This is an optimization exercise on Yosys and OpenROAD, whose aim is small area, not a production implementation. Function was checked by simulation only, so behaviour that the tests miss may differ from the original. Power and IR drop assume default switching activity.

==> design.v <==
module rpm_basys2_top(
    input mclk,
    input rst,
    output [6:0] seg,
    output       dp,
    output [3:0] an,
    input [3:0] btn,
    input  [7:0] sw,
    output [7:0] led,
    output adc_cs,
    input  adc_d0,
    input  adc_d1,
    output adc_clk
);
    wire [10:0] av;
    wire        ns;
    adc_if u_adc(
        .clk(mclk), .rst(rst), .adc_d0(adc_d0),
        .adc_clk(adc_clk), .adc_cs(adc_cs), .sr(av), .ns(ns));
    wire pulse;
    thresh u_thr(.clk(mclk), .rst(rst), .av(av), .ns(ns), .pulse(pulse));
    assign led = {7'b0, pulse};
    wire        mtick;
    wire [2:0]  m1;
    wire [3:0]  m2, m3;
    counter u_cnt(
        .clk(mclk), .rst(rst), .pulse(pulse), .mtick(mtick),
        .m1(m1), .m2(m2), .m3(m3));
    display u_disp(
        .clk(mclk), .rst(rst), .m1(m1), .m2(m2), .m3(m3),
        .mtick(mtick), .seg(seg), .dp(dp), .an(an));
endmodule
module adc_if(
    input             clk,
    input             rst,
    input             adc_d0,
    output reg        adc_clk,
    output            adc_cs,
    output reg [10:0] sr,    
    output            ns     
);
    reg [3:0] c14;           
    reg       sh;            
    reg [4:0] su;            
    wire c13  = c14[3] & c14[2] & c14[0];
    wire tick = c13 & ~adc_clk;
    always @(posedge clk) begin
        if (rst) begin
            c14     <= 0;
            adc_clk <= 0;
        end else if (c13) begin
            c14     <= 0;
            adc_clk <= ~adc_clk;
        end else begin
            c14 <= c14 + 4'd1;
        end
    end
    always @(posedge clk) begin
        if (rst) begin
            sh <= 0;
            su <= 5'd15;
        end else if (tick) begin
            if (su[4]) begin
                su <= 0;
                sh <= ~sh;
            end else begin
                su <= su + 5'd1;
            end
        end
    end
    assign adc_cs = ~sh;
    wire u1416 = su[4] | (su[3:1] == 3'b111);
    always @(posedge clk)
        if (tick & sh & ~u1416)
            sr <= {sr[9:0], adc_d0};
    assign ns = (c14 == 4'd0) & adc_clk & sh & su[4];
endmodule
module thresh(
    input        clk,
    input        rst,
    input [10:0] av,
    input        ns,
    output reg   pulse
);
    reg  [12:0] ic;
    wire icw = ic == 13'd7441;                        
    always @(posedge clk) begin
        if (rst)
            ic <= 13'd3017;                           
        else if (icw)
            ic <= 13'd1;                              
        else
            ic <= {ic[11:0], ic[12] ^ ic[3] ^ ic[2] ^ ic[0]};
    end
    reg [3:0] ph;            
    always @(posedge clk) begin
        if (rst)
            ph <= 0;
        else
            ph <= ph + 4'd1;
    end
    wire ph0  = ph == 4'd0;
    wire ph15 = ph == 4'd15;
    reg [175:0] ring;        
    wire [10:0] head = ring[175:165];
    reg [1:0]  st;           
    reg [3:0]  nidx;         
    reg        done;         
    reg        armed;
    wire       start = armed & ns;
    reg [14:0] acc;          
    reg [9:0]  hyst;
    reg [10:0] mx, mn;
    wire clr = done & ~st[1];
    wire wr = (st == 2'd3) & (ph == nidx);
    wire [10:0] rin = wr ? av : (clr ? 11'd0 : head);
    always @(posedge clk)
        ring <= {ring[164:0], rin};
    genvar g;
    wire [10:0] sel = start ? mn : head;
    wire [10:0] dd;
    wire [11:0] dc;
    assign dc[0] = start;
    generate for (g = 0; g < 11; g = g + 1) begin : g_dd
        wire y = ~sel[g];
        assign dd[g]   = mx[g] ^ y ^ dc[g];
        assign dc[g+1] = (mx[g] & y) | (mx[g] & dc[g]) | (y & dc[g]);
    end endgenerate
    wire hlt = dc[11];       
    wire hge = ~hlt;
    wire dn  = ~ph0 & done;
    wire        hcnd = (dd[10:2] == 0) & (|mx[10:2]);
    wire [9:0]  hn   = {dd[10:5], dd[4] | hcnd, dd[3:2], dd[1] & ~hcnd};
    always @(posedge clk) begin
        if (rst) begin
            st   <= 0;
            nidx <= 4'd15;
            done <= 1;
            armed <= 0;
            hyst <= 10'd8;
        end else begin
            if (icw)
                armed <= 1;
            if (start) begin
                armed <= 0;
                st   <= 2'd1;
                hyst <= hn;
            end else if (ph15 & (st != 0)) begin
                st <= st + 2'd1;
                if (st == 2'd3)
                    nidx <= nidx - 4'd1;
            end
            if (st == 2'd2)
                done <= dn | hlt;
            if (st == 2'd3)
                done <= 0;
        end
    end
    always @(posedge clk) begin
        if (clr | ((st == 2'd2) & ~dn & hlt))
            mn <= head;
        if (clr | ((st == 2'd3) & hge))
            mx <= head;
    end
    wire [14:0] aa = acc;
    wire [14:0] as;
    wire [15:0] ac;
    assign ac[0] = 1'b0;
    generate for (g = 0; g < 15; g = g + 1) begin : g_acc
        if (g < 11) begin : full
            assign as[g]   = aa[g] ^ head[g] ^ ac[g];
            assign ac[g+1] = (aa[g] & head[g]) | (aa[g] & ac[g]) | (head[g] & ac[g]);
        end else begin : half
            assign as[g]   = aa[g] ^ ac[g];
            assign ac[g+1] = aa[g] & ac[g];
        end
    end endgenerate
    wire aclr = (st == 2'd1) & ph15;
    always @(posedge clk) begin
        if (rst)
            acc <= 15'h4000;
        else if (aclr)
            acc <= 0;
        else if (st == 2'd2)
            acc <= as;
    end
    wire [11:0] thr = acc[14:3];
    wire [11:0] hb  = {2'b0, hyst} ^ {12{pulse}};
    wire [11:0] ylim;
    wire [12:0] yc;
    wire [12:0] pc;
    wire [11:0] smp = {av, 1'b0};
    assign yc[0] = pulse;
    assign pc[0] = ~pulse;
    generate for (g = 0; g < 12; g = g + 1) begin : g_lim
        wire ny = ~ylim[g];
        assign ylim[g] = thr[g] ^ hb[g] ^ yc[g];
        assign yc[g+1] = (thr[g] & hb[g]) | (thr[g] & yc[g]) | (hb[g] & yc[g]);
        assign pc[g+1] = (smp[g] & ny) | (smp[g] & pc[g]) | (ny & pc[g]);
    end endgenerate
    always @(posedge clk) begin
        if (rst)
            pulse <= 0;
        else if (ns)
            pulse <= pc[12];
    end
endmodule
module counter(
    input            clk,
    input            rst,
    input            pulse,
    input            mtick,
    output reg [2:0] m1,     
    output reg [3:0] m2,     
    output reg [3:0] m3      
);
    reg  [18:0] wc;
    wire wev  = wc == 19'd486979;                     
    wire w18  = wc == 19'd115479;                     
    wire wld  = rst | wev;
    always @(posedge clk)
        wc <= ~({19{wld}} | {wc[17:0], wc[18] ^ wc[5] ^ wc[1] ^ wc[0]});
    reg pa, frz, rdy, pend;
    reg [2:0] t2;
    reg [3:0] hh, kk;
    wire edg = pulse & ~pa & ~wev;
    wire upd = mtick & rdy;
    always @(posedge clk)
        if (~wev)
            pa <= pulse;
    always @(posedge clk) begin
        if (rst) begin
            frz  <= 1;
            rdy  <= 1;
            pend <= 0;
            t2   <= 0;
            hh   <= 0;
            kk   <= 0;
        end else begin
            if (wev)
                frz <= 1;
            if (w18)
                rdy <= 1;
            if (upd) begin
                m1   <= t2;
                m2   <= hh;
                m3   <= kk;
                t2   <= (pend | edg) ? 3'd3 : 3'd0;
                hh   <= 0;
                kk   <= 0;
                pend <= 0;
                frz  <= 0;
                rdy  <= 0;
            end else if (edg) begin
                if (frz)
                    pend <= 1;
                else if (t2 >= 3'd2) begin
                    t2 <= t2 - 3'd2;
                    if (hh == 4'd9) begin
                        hh <= 0;
                        kk <= (kk == 4'd9) ? 4'd0 : kk + 4'd1;
                    end else begin
                        hh <= hh + 4'd1;
                    end
                end else begin
                    t2 <= t2 + 3'd3;
                end
            end
        end
    end
endmodule
module display(
    input        clk,
    input        rst,
    input  [2:0] m1,
    input  [3:0] m2,
    input  [3:0] m3,
    output       mtick,
    output [6:0] seg,
    output       dp,
    output [3:0] an
);
    reg  [10:0] mc;
    assign mtick = mc == 11'd317;                     
    wire mld = rst | mtick;
    always @(posedge clk)
        mc <= ~({11{mld}} | {mc[9:0], mc[10] ^ mc[8]});
    reg [3:0] anode;
    always @(posedge clk) begin
        if (rst)
            anode <= 0;
        else if (mtick)
            anode <= {anode[2:0], anode[3] | (anode == 4'd0)};
    end
    wire [3:0] dig = anode[1] ? {m1, 1'b0} : anode[2] ? m2 : anode[3] ? m3 :
                     anode[0] ? 4'd0 : 4'd8;
    wire [3:0] d = dig;
    wire [6:0] pat;
    assign pat[0] = (~d[3] & ~d[2] & ~d[1] & d[0]) | (d[2] & ~d[1] & ~d[0]);
    assign pat[1] = (d[2] & ~d[1] & d[0]) | (d[2] & d[1] & ~d[0]);
    assign pat[2] = ~d[2] & d[1] & ~d[0];
    assign pat[3] = (~d[3] & ~d[2] & ~d[1] & d[0]) | (d[2] & ~d[1] & ~d[0]) | (d[2] & d[1] & d[0]);
    assign pat[4] = (d[2] & ~d[1]) | d[0];
    assign pat[5] = (~d[3] & ~d[2] & d[0]) | (~d[2] & d[1]) | (d[1] & d[0]);
    assign pat[6] = (~d[3] & ~d[2] & ~d[1]) | (d[2] & d[1] & d[0]);
    assign an  = ~anode;
    assign seg = pat;
    assign dp  = |anode;
endmodule
==> flow/run.sh <==
#!/bin/bash
# Layout flow: the standard flow (standard.sh), with
#  - synthesis through flow/own_synth.tcl: the standard flow's synthesis script with a
#    different ABC script and full adders only;
#  - port buffers of the smallest buffer cell;
#  - clock tree synthesis without dummy loads.
# Each step's output goes to its own log file here.
set -euo pipefail
work=$(pwd)
export FLOW_SYNTH_TCL="$work/synth_recipe.tcl"
args=(
  "SYNTH_SCRIPT=$work/flow/own_synth.tcl"
  "BUFFER_PORTS_ARGS=-buffer_cell sky130_fd_sc_hd__buf_1"
  "CTS_ARGS=-sink_clustering_enable -repair_clock_nets -sink_clustering_size 32 -sink_clustering_max_diameter 100 -buf_list sky130_fd_sc_hd__clkbuf_4 -root_buf sky130_fd_sc_hd__clkbuf_4 -sink_clustering_buffer sky130_fd_sc_hd__clkbuf_16 -dont_use_dummy_load"
)
bash standard.sh "${args[@]}" synth > "$work/own_synth.log" 2>&1
bash standard.sh "${args[@]}" finish > "$work/own_finish.log" 2>&1
test -f "$work/out/final.def"
==> flow/own_synth.tcl <==
# Synthesis script for this flow: the standard flow's own synthesis script (which makes
# every synth call skip the fsm and share passes, then flattens and renames),
# with two commands replaced before it runs:
#  - extract_fa extracts full adders only (no half adders);
#  - abc runs Yosys's default area script on the same liberty and don't-use
#    list, without ORFS's speed script, delay target and buffering.
# Neither touches a register.
proc extract_fa {args} { yosys extract_fa -fa }
proc abc {args} {
  set keep {}
  set skip 0
  foreach a $args {
    if {$skip} { set skip 0; continue }
    if {$a eq "-script" || $a eq "-constr" || $a eq "-D"} { set skip 1; continue }
    lappend keep $a
  }
  yosys abc {*}$keep
}
source $::env(FLOW_SYNTH_TCL)
==> standard.sh <==
#!/bin/bash
# synth_recipe.tcl (not shown) runs the flow's synth.tcl, then flattens the netlist and writes it again
# the make line also repeats each setting of config.mk as NAME=value (left out here)
make -C /OpenROAD-flow-scripts/flow DESIGN_CONFIG=/design/flow/config.mk WORK_HOME=/design/flow/orfs CLKGATE_MAP_FILE= SYNTH_SCRIPT=/design/flow/synth_recipe.tcl "${@:-finish}"
==> config.mk <==
export PLATFORM = sky130hd
export DESIGN_NAME = rpm_basys2_top
export DESIGN_NICKNAME = rpm_basys2_top
export VERILOG_FILES = /design/flow/design.v
export SDC_FILE = /design/flow/constraint.sdc
export NUM_CORES = 4
export LEC_CHECK = 0
export CAP_MARGIN = 0
export CORE_MARGIN = 2
export CORE_UTILIZATION = 40
export SLEW_MARGIN = 0
==> constraint.sdc <==
create_clock -name core_clock -period 20.0 [get_ports {mclk}]
set_input_delay 4.0000 -clock core_clock [delete_from_list [all_inputs] [get_ports {mclk}]]
set_output_delay 4.0000 -clock core_clock [all_outputs]
set_load 0.01 [all_outputs]
==> results of run 1 <==
-- final cells by class --
class | count | area (µm²) | area share, %
timing repair buffer | 21 | 95.1 | 0.871
antenna | 1 | 2.50 | 0.0229
multi-input combinational | 441 | 2890 | 26.5
inverter | 39 | 146 | 1.34
clock buffer | 14 | 298 | 2.73
tap | 330 | 413 | 3.78
sequential | 331 | 7080 | 64.8
-- routing by layer --
metal | GRT usage, % | vias up
li1 | - | 2782
met1 | 17.3 | 2614
met3 | 2.03 | 18
met2 | 18.4 | 65
met5 | 0 | -
met4 | 2.90 | 0
-- cells in the mapped netlist, drive strengths merged, types with 5 or more instances --
| library cell | instances | area share (%) |
|---|---|---|
| a21o | 5 | 0.37 |
| xor2 | 15 | 1.3 |
| mux2 | 8 | 0.89 |
| fa | 30 | 5.9 |
| xnor2 | 12 | 1.0 |
| edfxtp | 45 | 13 |
| nand2 | 64 | 2.4 |
| nand4 | 5 | 0.31 |
| a21oi | 38 | 1.9 |
| buf | 8 | 0.59 |
| a22oi | 6 | 0.44 |
| nor3 | 18 | 0.89 |
| nor4 | 5 | 0.31 |
| clkinv | 39 | 1.4 |
| o21a | 5 | 0.37 |
| nor3b | 8 | 0.59 |
| nor2b | 8 | 0.49 |
| or2 | 8 | 0.49 |
| o21ai | 32 | 1.6 |
| nand2b | 13 | 0.80 |
| nand3 | 18 | 0.89 |
| and2 | 11 | 0.68 |
| nor2 | 77 | 2.8 |
| dfxtp | 286 | 56 |
-- state kept, by name, summed over array words and instances (netlist names), 3 cells and up --
name and cells:
u_thr.mx 11, u_cnt.m3 4, u_cnt.m1 3, u_thr.ph 4, u_adc.sr 11, u_thr.hyst 10
u_cnt.m2 4, u_thr.acc 15, u_cnt.hh 4, u_thr.ring 176, u_thr.ic 13, u_cnt.kk 4
u_disp.mc 11, u_adc.c14 4, u_thr.mn 11, u_thr.nidx 4, u_disp.anode 4, u_cnt.wc 19
u_cnt.t2 3, u_adc.su 5
-- placed cells by master (no fill, tap or decap), types with 4 or more instances in the layout --
cell type / instances
sky130_fd_sc_hd__nand4_1: 5
sky130_fd_sc_hd__nand2_1: 64
sky130_fd_sc_hd__nand2b_1: 13
sky130_fd_sc_hd__a21o_1: 5
sky130_fd_sc_hd__fa_1: 30
sky130_fd_sc_hd__nand3_1: 18
sky130_fd_sc_hd__o21a_1: 5
sky130_fd_sc_hd__nor3b_1: 8
sky130_fd_sc_hd__or2_0: 8
sky130_fd_sc_hd__a211oi_1: 4
sky130_fd_sc_hd__mux2_1: 8
sky130_fd_sc_hd__edfxtp_1: 45
sky130_fd_sc_hd__nor3_1: 18
sky130_fd_sc_hd__o22ai_1: 4
sky130_fd_sc_hd__nor2b_1: 8
sky130_fd_sc_hd__buf_1: 16
sky130_fd_sc_hd__nor4_1: 5
sky130_fd_sc_hd__nand4b_1: 4
sky130_fd_sc_hd__dfxtp_1: 286
sky130_fd_sc_hd__conb_1: 7
sky130_fd_sc_hd__clkbuf_16: 11
sky130_fd_sc_hd__xnor2_1: 12
sky130_fd_sc_hd__and3_1: 4
sky130_fd_sc_hd__xor2_1: 15
sky130_fd_sc_hd__and2_0: 11
sky130_fd_sc_hd__clkinv_1: 39
sky130_fd_sc_hd__nor2_1: 77
sky130_fd_sc_hd__buf_4: 4
sky130_fd_sc_hd__a21oi_1: 38
sky130_fd_sc_hd__a22oi_1: 6
sky130_fd_sc_hd__o21ai_0: 32
-- power breakdown --
| group | leakage [nW] | switching [mW] | internal [mW] |
|---|---|---|---|
| sequential | 2.80 | 0.00677 | 0.681 |
| clock | 0.149 | 0.181 | 0.105 |
| combinational | 1.16 | 0.00985 | 0.00876 |
-- logic make-up after synthesis --
logic type / count (synthesis) / synth area share [%]
xor gates and xnor gates: 27 / 2.33
DFF: 331 / 69.7
other: 1 / 0.0369
muxes: 11 / 1.18
and+or+nand+nor: 256 / 12.3
buffers and inverters: 47 / 2.03
adders and majority gates: 30 / 5.92
AOI/OAI and AO/OA: 110 / 6.45
-- worst max-delay path, delay by kind of cell, from the launching register on --
| family | cells | cell delay [ns] |
|---|---|---|
| flops | 1 | 0.41 |
| fa+ha+maj | 10 | 4.15 |
| compound gates | 3 | 0.77 |
| buf+inv | 2 | 0.15 |
| simple gates | 6 | 1.38 |
-- stage by stage --
step	util (%)	cell area [µm²]	worst slack, ns	total power [mW]	hold WS [ns]
global placement	42.4	10600	12.89	0.721	0.310
detailed placement	42.4	10600	12.83	0.722	0.312
global route	43.6	10900	12.48	1.04	0.305
floorplan	-	10200	13.75	0.717	0.310
finish	43.6	10900	13.06	0.993	0.297
CTS	43.6	10900	12.95	1.01	0.314
-- worst paths after layout --
path	startpoint	to	slack, ns
min	u_thr.ring[110]$_DFF_P_	u_thr.ring[121]$_DFF_P_	0.30
max reg2reg	u_adc.su[4]$_SDFFE_PP0P_	u_thr.hyst[0]$_SDFFE_PP0N_	13.06
max	u_adc.su[4]$_SDFFE_PP0P_	u_thr.hyst[0]$_SDFFE_PP0N_	13.06
min reg2reg	u_thr.ring[110]$_DFF_P_	u_thr.ring[121]$_DFF_P_	0.30
==> impl_metrics.yaml, run 1 <==
route:
  route.detailed.vias_per_inst: 4.66
  postRouteAntennaNets: 0
  met1Wirelength_um: 7870
  detail_route.drc_violations: 0
  route.met2.wl_um: 6610
  avgRoutedWirePerCell_um: 13.0
  num_vias: 5479
  top_layer_used: "met4"
  route.final.wire_length_um: 15300
  dr.first_iter.drc_count: 322
  route.met3.wl_um: 577
  drt_pre_antenna_iters: 4
yosys:
  synth.yosys.warnings: 4
  netlist-cell-type-count: 49
  ys_flop_type: "sky130_fd_sc_hd__dfxtp_1"
  synth-edff-count: 45
  async_reset_ff_share_pct: 0
  synth.avg_cell_area_um2: 12.5
  yosys_register_bits: 331
  sequential_share_of_the_synthesized_area_pct: 69.7
  post_synth_instance_area_mm2: 0.0101
  synth_cells: 813
placed_design:
  io_buffer_count: 17
  numPlacedInstances: 1162
  dpl.hpwl_um: 10100
  place_congestion: 0.726
cells_and_area:
  fillers: 2329
  final_cell_count_no_fill: 1177
  areaGrowthSynthToFinish_pct: 7.59
  final_nets: 894
  layout-drive-gt1-share_pct: 2.25
clock_network:
  cts_hold_repair.buffers: 0
  cts-htree-levels: 1
  post-cts-setup-buffers: 0
  cts.sink_count: 331
  clock_insertion_delay_worst_skew_ns: 0.67
  cts_tree: "built"
  clk_path_buf_depth: 3
  clkTransAtPathRegs_ns: 0.12
  number_of_buffers_created_by_cts: 14
  cts-root-buf: "sky130_fd_sc_hd__clkbuf_4"
  post_cts.resized_instances: 0
timing:
  timing_max_transition_violations_final: 0
  final.setup.tns_ns: 0
  final_worst_path_period_need_ns: 6.94
  grt_setup_unrepaired: "no"
  final_setup_viols: 0
  fin_worst_skew_ns: 0.0886
  slew_headroom_pct: 20.8
  worst-slew-pin-transition_ns: 1.18
  hold_viol: 0
  fmax_mhz: 144
  finalCritPeriodShare_pct: 34.7
global_routing:
  globalRouteTotalUtil_pct: 11.9
  wire_length_of_the_first_global_routing_pass_um: 25800
  grt_pass1_vias: 5168
  grt_max_degree: 50
  antenna_found_initial: 1
  grt_remaining_overflow: 0
floorplanning:
  die_height_um: 163
  initial_util_pct: 40.5
  core_region_area_mm2: 0.0250
  die_width_um: 163
  placement_rows: 58
  design.die.area_mm2: 0.0267
  pin_count: 38
power:
  power-per-cell-area_mw_per_mm2: 90.9
  vdd.ir_drop.worst_mv: 0.0749
  p_leak_nw: 4.11
job:
  cap_viol_max_count: 0
worst_setup_path:
  critPathCaptureType: "flop"
  worst-r2r-cell-count: 21
  critPathArrivalTime_ns: 7.52
  cp_slowest_cell: "sky130_fd_sc_hd__fa_1"
  worst_ep_required_time_ns: 20.58
  path_cells: "nor4bb_1, and3_1, nand2_1, o21ai_0, fa_1, clkinv_1, fa_1, fa_1, fa_1, fa_1, fa_1, fa_1, fa_1, fa_1, clkinv_1, fa_1, nor3b_1, nand4_1, a31oi_1, nor2_1, a22o_1"
  worstSetupPathType: "reg -> reg"
  timing.critical_path.from_type: "flop"
  cp_max_fo: 14
  crit_path_frequent_cell: "sky130_fd_sc_hd__fa_1"
  critical_path.max_stage_delay_ns: 0.49
min_path:
  hold_critical_path_depth: 0
  hp-class: "reg -> reg"
outcome:
  run_status: "complete, no violations"
==> inputs of run 2 (changes only) <==
--- a/design.v
+++ b/design.v
@@ -84,11 +84,18 @@
 );
-    reg  [12:0] ic;
-    wire icw = ic == 13'd7441;                        
+    reg  [2:0] nc;
+    reg  [3:0] kc;
+    wire gap6  = (kc == 4'd1) | (kc == 4'd4) | (kc == 4'd7) | (kc == 4'd9) | (kc == 4'd12);
+    wire start = ns & (nc == (gap6 ? 3'd5 : 3'd4));
     always @(posedge clk) begin
-        if (rst)
-            ic <= 13'd3017;                           
-        else if (icw)
-            ic <= 13'd1;                              
-        else
-            ic <= {ic[11:0], ic[12] ^ ic[3] ^ ic[2] ^ ic[0]};
+        if (rst) begin
+            nc <= 0;
+            kc <= 0;
+        end else if (ns) begin
+            if (start) begin
+                nc <= 0;
+                kc <= (kc == 4'd13) ? 4'd0 : kc + 4'd1;
+            end else begin
+                nc <= nc + 3'd1;
+            end
+        end
     end
@@ -108,4 +115,2 @@
     reg        done;         
-    reg        armed;
-    wire       start = armed & ns;
     reg [14:0] acc;          
@@ -138,9 +143,5 @@
             done <= 1;
-            armed <= 0;
             hyst <= 10'd8;
         end else begin
-            if (icw)
-                armed <= 1;
             if (start) begin
-                armed <= 0;
                 st   <= 2'd1;
==> run 2 against run 1 <==
Compared with the run above: still clean; maximum frequency down 3.8%; critical path depth down 1; register-to-register slack worse by 0.27 ns; combinational power down 26%; sequential power down 3%; total power down 2.8%; largest power group unchanged.
==> impl_metrics.yaml, run 2 <==
outcome:
  run_status: "complete, no violations"
timing:
  timing_max_transition_violations_final: 0
  slew_headroom_pct: 29.0
  setup_ws_ns: 12.79
  fmax_mhz: 139
  final_worst_path_period_need_ns: 7.21
  final_setup_viols: 0
  final.setup.tns_ns: 0
  smallest_hold_slack_ns: 0.272
  finalCritPeriodShare_pct: 36.1
  grt_setup_unrepaired: "no"
  hold_viol: 0
  fin_worst_skew_ns: 0.0662
  worst-slew-pin-transition_ns: 1.06
power:
  internal-power_uw: 775
  switching_share_pct: 19.7
  combinationalPowerShare_pct: 1.4
  power.share.clock_pct: 29.2
  vdd.ir_drop.worst_mv: 0.0795
  pwr-share-seq_pct: 69.3
  p_leak_nw: 4.09
  power_switching_uw: 190
  power-per-cell-area_mw_per_mm2: 89.7
yosys:
  synth_cells: 821
  synth_largest_area_cell: "sky130_fd_sc_hd__dfxtp_1"
  synth.avg_cell_area_um2: 12.1
  ys_top_cells_by_count: "279 x sky130_fd_sc_hd__dfxtp_1, 98 x sky130_fd_sc_hd__nand2_1, 79 x sky130_fd_sc_hd__nor2_1"
  post_synth_instance_area_mm2: 0.00997
  yosys_register_bits: 324
  ys_flop_type: "sky130_fd_sc_hd__dfxtp_1"
  sequential_share_of_the_synthesized_area_pct: 69.6
  netlist-cell-type-count: 48
  yosysMostFrequentCell: "sky130_fd_sc_hd__dfxtp_1"
  post_synth_main_area_contributors: "sky130_fd_sc_hd__dfxtp_1 56%, sky130_fd_sc_hd__edfxtp_1 14%, sky130_fd_sc_hd__fa_1 6.0%"
  async_reset_ff_share_pct: 0
  synth-edff-count: 45
  synth.yosys.warnings: 4
  synth_top_cell_area_share_pct: 56.0
floorplanning:
  die_height_um: 162
  pin_count: 38
  design.die.area_mm2: 0.0262
  initial_util_pct: 40.9
  placement_rows: 57
  core_region_area_mm2: 0.0244
  die_width_um: 162
worst_setup_path:
  timing.critical_path.from_type: "flop"
  path_cells: "nor2_1, nand3_1, nor4b_1, buf_4, and4b_1, mux2i_1, fa_1, clkinv_1, fa_1, fa_1, fa_1, fa_1, fa_1, fa_1, fa_1, fa_1, fa_1, nor2_1, nand2_1, nand2_1"
  crit_path_frequent_cell: "sky130_fd_sc_hd__fa_1"
  worst_ep_required_time_ns: 20.26
  critical_path.max_stage_delay_ns: 0.61
  critPathArrivalTime_ns: 7.48
  worstSetupPathType: "reg -> reg"
  cp_slowest_cell: "sky130_fd_sc_hd__and4b_1"
  timing.critical_path.max_delay_family: "adder cells"
  cp_num_buf_inv: 2
  cp_max_fo: 14
  critPathCaptureType: "flop"
clock_network:
  cts_tree: "built"
  post-cts-setup-buffers: 0
  cts-root-buf: "sky130_fd_sc_hd__clkbuf_4"
  clkTransAtPathRegs_ns: 0.12
  clock_insertion_delay_worst_skew_ns: 0.66
  cts-htree-levels: 1
  cts_hold_repair.buffers: 0
  cts.sink_count: 324
  number_of_buffers_created_by_cts: 14
  clk_path_buf_depth: 3
  post_cts.resized_instances: 0
placed_design:
  io_buffer_count: 17
  dpl.hpwl_um: 10200
  place_congestion: 0.800
  dp_slack_ns: 12.71
global_routing:
  grtUsageMet3_pct: 1.97
  wire_length_of_the_first_global_routing_pass_um: 26000
  grt_pass1_vias: 5287
  grt_remaining_overflow: 0
  groute.layer.met1.usage_pct: 17.9
  top_usage_layer: "met2"
  globalRouteTotalUtil_pct: 12.0
  antenna_found_initial: 1
  grt_max_degree: 33
  met2_usage_pct: 18.7
cells_and_area:
  layout_top_registers: "u_thr.ring (176), u_cnt.wc (19), u_thr.acc (15)"
  areaGrowthSynthToFinish_pct: 7.95
  final_nets: 906
  layout-drive-gt1-share_pct: 2.56
  layout.core_utilization_pct: 44.1
  regMostFlops: "u_thr.ring"
  most_frequent_cells_in_the_layout: "279 x sky130_fd_sc_hd__dfxtp_1, 98 x sky130_fd_sc_hd__nand2_1, 79 x sky130_fd_sc_hd__nor2_1, 47 x sky130_fd_sc_hd__a21oi_1, 45 x sky130_fd_sc_hd__edfxtp_1"
  number_of_flip_flops_in_the_largest_register: 176
  layout_commonest_cell: "sky130_fd_sc_hd__dfxtp_1"
  fillers: 2269
route:
  num_vias: 5485
  route.detailed.vias_per_inst: 4.64
  avgRoutedWirePerCell_um: 12.9
  postRouteAntennaNets: 0
  drt_pre_antenna_iters: 4
  detail_route.drc_violations: 0
  route.final.wire_length_um: 15200
  dr.first_iter.drc_count: 323
min_path:
  hp-class: "reg -> reg"
job:
  cap_viol_max_count: 0
-- run 2: metal layers --
layer | up-vias | part of all wire, % | wire, µm
met3 | 13 | 3.3 | 507
met1 | 2585 | 53 | 8120
met5 | - | 0 | 0
met4 | 0 | 1.0 | 156
li1 | 2834 | - | -
met2 | 53 | 42 | 6450
-- run 2: area by class of cell --
| class | count | area, µm² | area share (%) |
|---|---|---|---|
| multi-input combinational | 461 | 2860 | 26.6 |
| clock buffer | 14 | 298 | 2.77 |
| tap | 324 | 405 | 3.77 |
| inverter | 34 | 128 | 1.19 |
| timing repair buffer | 25 | 124 | 1.15 |
| antenna | 1 | 2.50 | 0.0233 |
| sequential | 324 | 6940 | 64.5 |
-- run 2: worst reg2reg max path: cells and delay by family (launching register included) --
kind	cells	cell delay, ns
fa+ha+maj	10	4.07
simple gates	7	1.81
flops	1	0.35
mux	1	0.32
buf+inv	2	0.31
-- run 2: power by group through the flow --
stage	combinational, mW	sequential [mW]	clock [mW]
finish	0.0137	0.669	0.282
global route	0.0160	0.671	0.317
CTS	0.0140	0.670	0.295
detailed placement	0.0140	0.684	0
global placement	0.0137	0.684	0
floorplan	0.0113	0.683	0
-- run 2: path summary, 6_finish.rpt --
kind,startpoint,endpoint,slack (ns),cells past startpoint
worst min-delay path,u_thr.ring[75]$_DFF_P_,u_thr.ring[86]$_DFF_P_,0.27,0
worst min register to register,u_thr.ring[75]$_DFF_P_,u_thr.ring[86]$_DFF_P_,0.27,0
worst max register to register,u_adc.c14[0]$_SDFF_PP0_,u_thr.mn[9]$_DFFE_PP_,12.79,20
worst max-delay path,u_adc.c14[0]$_SDFF_PP0_,u_thr.mn[9]$_DFFE_PP_,12.79,20
-- run 2: kinds of logic after synthesis --
group,synth area share [%]
fa+ha+maj,6.03
mux,0.201
xor+xnor,2.55
compound gates,7.37
buf+inv,1.88
flops,69.6
other cells,0.0376
simple gates,12.3
-- run 2: through the flow --
stage | area [µm²] | total power, mW | std cells
3_3_place_gp | 10500 | 0.698 | 1168
6_report | 10800 | 0.965 | 1183
2_1_floorplan | 9990 | 0.694 | 827
5_1_grt | 10800 | 1.00 | 1183
3_5_place_dp | 10500 | 0.698 | 1168
4_1_cts | 10800 | 0.978 | 1182
==> inputs of run 3 (changes only) <==
--- a/flow/run.sh
+++ b/flow/run.sh
@@ -13,3 +13,3 @@
   "BUFFER_PORTS_ARGS=-buffer_cell sky130_fd_sc_hd__buf_1"
-  "CTS_ARGS=-sink_clustering_enable -repair_clock_nets -sink_clustering_size 32 -sink_clustering_max_diameter 100 -buf_list sky130_fd_sc_hd__clkbuf_4 -root_buf sky130_fd_sc_hd__clkbuf_4 -sink_clustering_buffer sky130_fd_sc_hd__clkbuf_16 -dont_use_dummy_load"
+  "CTS_ARGS=-sink_clustering_enable -repair_clock_nets -sink_clustering_size 33 -sink_clustering_max_diameter 100 -buf_list sky130_fd_sc_hd__clkbuf_4 -root_buf sky130_fd_sc_hd__clkbuf_4 -sink_clustering_buffer sky130_fd_sc_hd__clkbuf_16 -dont_use_dummy_load"
 )
==> run 3 against run 2 <==
Compared with the run above: critical path depth is the same; utilization shrank 0.10 points; sequential share of layout area grew 0.15 points; sequential cell count is the same; critical endpoint is now u_thr.mn[0]$_DFFE_PP_; cell count is essentially flat; highest routed layer unchanged; largest power group unchanged; clock-buffer cell count shrank 1; first-iteration DRC count grew 7.1%; via count shrank 0.40%; still clean on timing, DRC and antenna; non-clock buffer count is the same; worst setup slack lost 0.043 ns.
==> impl_metrics.yaml, run 3 <==
outcome:
  run_status: "complete, no violations"
route:
  route.met2.wl_um: 6370
  met1Wirelength_um: 8070
  postRouteAntennaNets: 0
  route.detailed.vias_per_inst: 4.62
  route.met3.wl_um: 510
  top_layer_used: "met4"
  avgRoutedWirePerCell_um: 12.8
  detail_route.drc_violations: 0
  num_vias: 5463
  drt_pre_antenna_iters: 4
  dr.first_iter.drc_count: 346
  route.final.wire_length_um: 15100
cells_and_area:
  most_frequent_cells_in_the_layout: "279 x sky130_fd_sc_hd__dfxtp_1, 98 x sky130_fd_sc_hd__nand2_1, 79 x sky130_fd_sc_hd__nor2_1, 47 x sky130_fd_sc_hd__a21oi_1, 45 x sky130_fd_sc_hd__edfxtp_1"
  number_of_flip_flops_in_the_largest_register: 176
  areaGrowthSynthToFinish_pct: 7.70
  post-route-cell-area_mm2: 0.0107
  layout.core_utilization_pct: 44.0
  layout_commonest_cell: "sky130_fd_sc_hd__dfxtp_1"
  final_nets: 905
  layout_top_registers: "u_thr.ring (176), u_cnt.wc (19), u_thr.acc (15)"
  fillers: 2270
  regMostFlops: "u_thr.ring"
  layout-drive-gt1-share_pct: 2.45
global_routing:
  globalRouteTotalUtil_pct: 12.0
  grt_max_degree: 34
  antenna_found_initial: 1
  wire_length_of_the_first_global_routing_pass_um: 25800
  grt_pass1_vias: 5244
  grt_remaining_overflow: 0
power:
  power-per-cell-area_mw_per_mm2: 89.0
  p_leak_nw: 4.08
  total_power_uw: 956
  vdd.ir_drop.worst_mv: 0.0574
min_path:
  hold-path-endpoint: "u_thr.ring[76]$_DFF_P_"
  worst_hold_startpoint: "u_thr.ring[65]$_DFF_P_"
  hold_critical_path_depth: 0
  hp-class: "reg -> reg"
yosys:
  async_reset_ff_share_pct: 0
  synth_cells: 821
  yosysMostFrequentCell: "sky130_fd_sc_hd__dfxtp_1"
  post_synth_instance_area_mm2: 0.00997
  synth.yosys.warnings: 4
  ys_flop_type: "sky130_fd_sc_hd__dfxtp_1"
  synth-edff-count: 45
  yosys_register_bits: 324
  post_synth_main_area_contributors: "sky130_fd_sc_hd__dfxtp_1 56%, sky130_fd_sc_hd__edfxtp_1 14%, sky130_fd_sc_hd__fa_1 6.0%"
  synth_largest_area_cell: "sky130_fd_sc_hd__dfxtp_1"
  netlist-cell-type-count: 48
  ys_top_cells_by_count: "279 x sky130_fd_sc_hd__dfxtp_1, 98 x sky130_fd_sc_hd__nand2_1, 79 x sky130_fd_sc_hd__nor2_1"
  synth_top_cell_area_share_pct: 56.0
  sequential_share_of_the_synthesized_area_pct: 69.6
  synth.avg_cell_area_um2: 12.1
worst_setup_path:
  worst_ep_required_time_ns: 20.27
  critPathCaptureType: "flop"
  worst-r2r-cell-count: 20
  cp_max_fo: 14
  worstSetupPathType: "reg -> reg"
  rrSetupSlack_ns: 12.74
  timing.critical_path.from_type: "flop"
  r2r_start: "u_adc.c14[0]$_SDFF_PP0_"
  critPathArrivalTime_ns: 7.53
  rr_endpoint: "u_thr.mn[0]$_DFFE_PP_"
timing:
  final_worst_path_period_need_ns: 7.26
  timing_max_transition_violations_final: 0
  hold_viol: 0
  final_setup_viols: 0
  setup_ws_ns: 12.74
  finalCritPeriodShare_pct: 36.3
  fmax_mhz: 138
  final.setup.tns_ns: 0
  grt_setup_unrepaired: "no"
  worst-slew-pin-transition_ns: 1.01
  fin_worst_skew_ns: 0.0289
  slew_headroom_pct: 32.5
clock_network:
  clk_path_buf_depth: 3
  cts-htree-levels: 1
  cts_tree: "built"
  cts_hold_repair.buffers: 0
  clock_insertion_delay_worst_skew_ns: 0.64
  post_cts.resized_instances: 0
  cts.sink_count: 324
  cts-root-buf: "sky130_fd_sc_hd__clkbuf_4"
  number_of_buffers_created_by_cts: 13
  clkTransAtPathRegs_ns: 0.12
  post-cts-setup-buffers: 0
floorplanning:
  core_region_area_mm2: 0.0244
  die_height_um: 162
  placement_rows: 57
  die_width_um: 162
  design.die.area_mm2: 0.0262
  initial_util_pct: 40.9
  pin_count: 38
placed_design:
  dpl.hpwl_um: 10200
  io_buffer_count: 17
  placed_area_mm2: 0.0105
  place_congestion: 0.800
  dp_slack_ns: 12.71
job:
  cap_viol_max_count: 0
==> run 3: cell counts after synthesis <==
No cell type changed its count.
==> run 3: layout make-up <==
class	instances	area (µm²)	share of cell area [%]
inverters	34	128	1.19
well taps	324	405	3.78
clock buffers	13	273	2.54
multi-input cells	461	2860	26.7
flip-flops and latches	324	6940	64.6
diodes	1	2.50	0.0233
repair buffers	25	124	1.15
==> run 3: how the worst max path moves through the flow <==
stage	cells past startpoint	start	end
final	20	u_adc.c14[0]$_SDFF_PP0_	u_thr.mn[0]$_DFFE_PP_
after global routing	20	u_adc.c14[0]$_SDFF_PP0_	u_thr.mn[0]$_DFFE_PP_
after CTS	20	u_adc.c14[0]$_SDFF_PP0_	u_thr.mn[2]$_DFFE_PP_
after detailed placement	20	u_adc.c14[0]$_SDFF_PP0_	u_thr.mn[2]$_DFFE_PP_
after global placement	20	u_adc.c14[0]$_SDFF_PP0_	u_thr.mn[2]$_DFFE_PP_
after floorplan	20	u_adc.c14[0]$_SDFF_PP0_	u_thr.mn[0]$_DFFE_PP_
==> run 3: stage by stage <==
stage | hold slack [ns] | instances
2_1_floorplan | 0.310 | 827
3_3_place_gp | 0.310 | 1168
3_5_place_dp | 0.312 | 1168
4_1_cts | 0.318 | 1181
5_1_grt | 0.325 | 1182
6_report | 0.316 | 1182
==> run 3: worst max-delay path, cell delays in order, from the launching register on <==
cell                       delay (ns)
sky130_fd_sc_hd__dfxtp_1         0.36
sky130_fd_sc_hd__nor2_1          0.15
sky130_fd_sc_hd__nand3_1         0.09
sky130_fd_sc_hd__nor4b_1         0.30
sky130_fd_sc_hd__buf_4           0.23
sky130_fd_sc_hd__and4b_1         0.62
sky130_fd_sc_hd__mux2i_1         0.32
sky130_fd_sc_hd__fa_1            0.23
sky130_fd_sc_hd__clkinv_1        0.08
sky130_fd_sc_hd__fa_1            0.41
sky130_fd_sc_hd__fa_1            0.42
sky130_fd_sc_hd__fa_1            0.42
sky130_fd_sc_hd__fa_1            0.43
sky130_fd_sc_hd__fa_1            0.44
sky130_fd_sc_hd__fa_1            0.43
sky130_fd_sc_hd__fa_1            0.43
sky130_fd_sc_hd__fa_1            0.43
sky130_fd_sc_hd__fa_1            0.43
sky130_fd_sc_hd__nor2_1          0.16
sky130_fd_sc_hd__nand2_1         0.07
sky130_fd_sc_hd__nand2_1         0.42
==> run 3: cells by family after synthesis <==
| kind of cell | Yosys count | share of synthesized area, % |
|---|---|---|
| buf+inv | 42 | 1.88 |
| simple gates | 267 | 12.3 |
| xor+xnor | 29 | 2.55 |
| flops | 324 | 69.6 |
| compound gates | 126 | 7.37 |
| other cells | 1 | 0.0376 |
| mux | 2 | 0.201 |
| fa+ha+maj | 30 | 6.03 |
==> run 3: per-layer routing <==
layer	GRT usage, %	up-vias
li1	-	2830
met1	17.7	2570
met2	18.6	48
met3	1.92	15
met4	2.65	0
met5	0	-
==> run 3: power by group <==
group	switching [mW]	total, mW	internal (mW)
sequential	0.00520	0.670	0.664
combinational	0.00813	0.0137	0.00556
clock	0.175	0.272	0.0970
total	0.189	0.956	0.767

[separate check: timing with driven ports]
The flow's constraints put no driver on any port. The routed layouts listed below were extracted and timed again, unchanged, in two steps.
Step 1 assumes that a clkbuf_16 drives the clock port and a buf_2 every other input.
Step 2 also shifts input and output timing later by t, the mid clock arrival at the registers, as if the neighbouring blocks saw the same clock.
Three values: no drivers, after step 1, after step 2; two values: the first two.
| run | t, ns | setup WS [ns] | worst hold slack (ns) | worst data-port slew with drivers (ns) | pins driven straight from the clock port |
|---|---|---|---|---|---|
| run 1 | 0.670 | 13.061 / 13.061 / 13.061 | 0.297 / 0.297 / 0.297 | 0.03 | 1 |
| run 2 | 0.642 | 12.787 / 12.787 / 12.787 | 0.272 / 0.272 / 0.272 | 0.03 | 1 |
| run 3 | 0.663 | 12.744 / 12.744 / 12.744 | 0.316 / 0.316 / 0.316 | 0.03 | 1 |
After both steps every run listed still meets setup and hold.
